Source: an optimization exercise on an open RTL-to-GDS flow (aim: small area and a short achievable clock period). Production flows keep margins and buffers that such runs may drop. Function was checked by simulation only, so behaviour that the tests miss may differ from the original.

==> run a: inputs <==
// Sorter
module Sorter # (
  parameter N = 64
)(
  input wire clk,                       
  input wire rst,                        
  input wire [7:0] data,                 
  input wire [7:0] addr,                 
  output reg [N*8 - 1:0] sorted_data,    
  output reg [N*8 - 1:0] sorted_addr     
); 
  wire [7:0] out_array_data [0:N-1];
  wire [7:0] out_array_addr [0:N-1];
  integer i;
  always @(*) begin 
    for (i = 0; i < N; i = i + 1) begin 
      sorted_data[7+8*i -:8] = out_array_data[i];
      sorted_addr[7+8*i -:8] = out_array_addr[i];
    end
  end
  wire [7:0] feed_outs [0:N-1];
  wire [7:0] feed_out_addrs [0:N-1];
  SubModule u_SubModule_0 (
    .clk              (clk),
    .rst              (rst),
    .data             (data),
    .addr             (addr),
    .feed_in          (data),
    .feed_in_addr     (addr),
    .feed_out         (feed_outs[0]),
    .feed_out_addr    (feed_out_addrs[0]),
  ...
==> module SubModule, before the edit <==
module SubModule (
  input wire clk,
  input wire rst,
  input wire [7:0] data,
  input wire [7:0] addr,
  input wire [7:0] feed_in,
  input wire [7:0] feed_in_addr,
  output reg [7:0] feed_out,
  output reg [7:0] feed_out_addr,
  output reg [7:0] ab,
  output reg [7:0] b
);
  wire comparator = feed_in >= b;
  always @ (posedge clk or posedge rst) begin 
    if (rst) begin
      b <= 'b0;
    end
    else if (comparator) begin 
      b <= feed_in;
      ab <= feed_in_addr;
    end 
  end
  always @ (*) begin 
    feed_out = comparator ? b : data;
    feed_out_addr = comparator ? ab : addr;
  end
endmodule 
==> module Sorter, before the edit <==
module Sorter # (
  parameter N = 64
)(
  input wire clk,                       
  input wire rst,                        
  input wire [7:0] data,                 
  input wire [7:0] addr,                 
  output reg [N*8 - 1:0] sorted_data,    
  output reg [N*8 - 1:0] sorted_addr     
); 
  wire [7:0] out_array_data [0:N-1];
  wire [7:0] out_array_addr [0:N-1];
  integer i;
  always @(*) begin 
    for (i = 0; i < N; i = i + 1) begin 
      sorted_data[7+8*i -:8] = out_array_data[i];
      sorted_addr[7+8*i -:8] = out_array_addr[i];
    end
  end
  wire [7:0] feed_outs [0:N-1];
  wire [7:0] feed_out_addrs [0:N-1];
  SubModule u_SubModule_0 (
    .clk              (clk),
    .rst              (rst),
    .data             (data),
    .addr             (addr),
    .feed_in          (data),
    .feed_in_addr     (addr),
    .feed_out         (feed_outs[0]),
    .feed_out_addr    (feed_out_addrs[0]),
    .ab               (out_array_addr[0]),
    .b                (out_array_data[0])
  );
  genvar j;
  generate
    for (j = 1; j < N; j = j + 1) begin : G
      SubModule u_SubModule_0 (
        .clk              (clk),
        .rst              (rst),
        .data             (data),
        .addr             (addr),
        .feed_in          (feed_outs[j-1]),        
        .feed_in_addr     (feed_out_addrs[j-1]),
        .feed_out         (feed_outs[j]),
        .feed_out_addr    (feed_out_addrs[j]),
        .ab               (out_array_addr[j]),
        .b                (out_array_data[j])
      );
    end
  endgenerate
endmodule
clock: 140.0 ns
lec_check: 0
cap_margin: 20
core_margin: 2
core_utilization: 40
slew_margin: 20
run.sh (not shown) runs the stock make flow with config.mk's settings and CLKGATE_MAP_FILE= SYNTH_SCRIPT=/design/flow/synth_recipe.tcl, a recipe that flattens the netlist after the stock synthesis.
==> run b: changes against run a <==
==> flow/design.v (replaced) <==
module SorterAoi222 (input wire a1, a2, b1, b2, c1, c2, output wire y);
  assign y = ~((a1 & a2) | (b1 & b2) | (c1 & c2));
endmodule
module SorterAoi22 (input wire a1, a2, b1, b2, output wire y);
  assign y = ~((a1 & a2) | (b1 & b2));
endmodule
module SorterInv (input wire a, output wire y);
  assign y = ~a;
endmodule
module SorterNor2 (input wire a, b, output wire y);
  assign y = ~(a | b);
endmodule
module SorterAnd2 (input wire a, b, output wire y);
  assign y = a & b;
endmodule
module SorterMaj3 (input wire a, b, c, output wire y);
  assign y = (a & b) | (a & c) | (b & c);
endmodule
module SorterLt8 (input wire [7:0] nd, input wire [7:0] b, output wire lt);
  wire [8:1] nc;
  SorterAnd2 u0 (.a(nd[0]), .b(b[0]), .y(nc[1]));
  genvar k;
  generate
    for (k = 1; k < 8; k = k + 1) begin : C
      SorterMaj3 u (.a(nd[k]), .b(b[k]), .c(nc[k]), .y(nc[k+1]));
    end
  endgenerate
  assign lt = nc[8];
endmodule
module SorterSel8 (input wire sh, ins, hold, input wire [7:0] p, d, s,
                   output wire [7:0] f);
  genvar k;
  generate
    for (k = 0; k < 8; k = k + 1) begin : B
      wire n;
      SorterAoi222 ua (.a1(sh), .a2(p[k]), .b1(ins), .b2(d[k]), .c1(hold), .c2(s[k]), .y(n));
      SorterInv ui (.a(n), .y(f[k]));
    end
  endgenerate
endmodule
module SorterSel8First (input wire ins, hold, input wire [7:0] d, s,
                        output wire [7:0] f);
  genvar k;
  generate
    for (k = 0; k < 8; k = k + 1) begin : B
      wire n;
      SorterAoi22 ua (.a1(ins), .a2(d[k]), .b1(hold), .b2(s[k]), .y(n));
      SorterInv ui (.a(n), .y(f[k]));
    end
  endgenerate
endmodule
module Sorter # (
  parameter N = 64
)(
  input wire clk,                       
  input wire rst,                        
  input wire [7:0] data,                 
  input wire [7:0] addr,                 
  output reg [N*8 - 1:0] sorted_data,    
  output reg [N*8 - 1:0] sorted_addr     
);
  reg  [7:0] b  [0:N-1];                 
  reg  [7:0] ab [0:N-1];                 
  wire [7:0] nb [0:N-1];                 
  wire [7:0] nab [0:N-1];
  wire [N-1:0] lt;                       
  wire [N-1:0] ge;                       
  wire [N-1:0] ins;                      
  wire [7:0] ndata;
  genvar k;
  generate
    for (k = 0; k < 8; k = k + 1) begin : D
      SorterInv u (.a(data[k]), .y(ndata[k]));
    end
  endgenerate
  genvar j;
  generate
    for (j = 0; j < N; j = j + 1) begin : G
      SorterLt8 u_cmp (.nd(ndata), .b(b[j]), .lt(lt[j]));
      SorterInv u_ge (.a(lt[j]), .y(ge[j]));
      if (j == 0) begin : F
        assign ins[j] = ge[j];
        SorterSel8First u_d (.ins(ins[j]), .hold(lt[j]), .d(data), .s(b[j]), .f(nb[j]));
        SorterSel8First u_a (.ins(ins[j]), .hold(lt[j]), .d(addr), .s(ab[j]), .f(nab[j]));
      end else begin : S
        SorterNor2 u_ins (.a(lt[j]), .b(ge[j-1]), .y(ins[j]));
        SorterSel8 u_d (.sh(ge[j-1]), .ins(ins[j]), .hold(lt[j]),
                        .p(b[j-1]), .d(data), .s(b[j]), .f(nb[j]));
        SorterSel8 u_a (.sh(ge[j-1]), .ins(ins[j]), .hold(lt[j]),
                        .p(ab[j-1]), .d(addr), .s(ab[j]), .f(nab[j]));
      end
      always @ (posedge clk or posedge rst) begin
        if (rst)
          b[j] <= 8'd0;
        else
          b[j] <= nb[j];
      end
      always @ (posedge clk) begin
        ab[j] <= nab[j];
      end
    end
  endgenerate
  integer i;
  always @(*) begin
    for (i = 0; i < N; i = i + 1) begin
      sorted_data[8*i +: 8] = b[i];
      sorted_addr[8*i +: 8] = ab[i];
    end
  end
endmodule
Settings changed: SYNTH_HIERARCHICAL set to 1.
==> qor summary <==
| quantity | run b | run a |
|---|---|---|
| Flop-to-flop setup slack | 135.38 ns | 36.11 ns |
| Clk Latency, worst-skew pair | 0.71 ns | 0.76 ns |
| Outcome | finished clean | finished clean |
| Shortest period the worst path allows | 32.70 ns | 131.35 ns |
| Cell type with the largest total area after synthesis | dfrtp_1 | mux2_2 |
| Fraction of area in multi-input gates | 27.0% | 37.1% |
| Average wire per standard cell | 33.4 µm | 30.2 µm |
| Syn Nets | 3737 | 4992 |
| Number of cell rows | 120 | 140 |
| Post-Place Cell Area | 55600 µm² | 71300 µm² |
| Cell repeated most along the worst path | maj3_2 | ha_1 |
| Area inside the core boundary | 107000 µm² | 146000 µm² |
| Starting utilization of the core area | 40.3% | 40.3% |
| Post-synthesis simple-gate area fraction | 1.48% | 2.83% |
| Sequential fraction of the synthesis area | 53.4% | 48.0% |
| Placed Cells incl. Taps | 6195 | 7254 |
| Global-route track usage on met2 | 59.3% | 48.7% |
| Most common cell after layout, fill and taps aside | inv_1 | mux2_2 |
| Arrival time of the worst setup path | 33.27 ns | 131.79 ns |

## what the ideal ports hide
The results above use ideal ports. As a check the final layouts listed here were re-extracted and re-timed, cells and wires unchanged.
Step 1: set_driving_cell puts a clkbuf_16 on clk and a buf_2 on each other input, an assumption about the parent block.
Step 2 moves the port delays by t, midway between the first and last clock arrival at a register: inputs arrive t later, outputs are due t later. That takes back most of the time a late clock gives input paths.
Three values: ideal ports, drivers, drivers and shift; two values: the first two.
run	t (ns)	setup slack, ns	worst setup path at the end	slew at the worst register clock pin (ns)	pins driven straight from the clock port
run a	0.822	8.648 / 8.701 / 7.879	input to register	0.07 / 0.07	1
run b	0.776	107.304 / 107.337 / 106.561	input to register	0.07 / 0.07	1
After both steps setup and hold are still met in every run listed. The setup slack of run a, which loses most, moves by +0.053 ns with the drivers and by -0.769 ns with both steps.
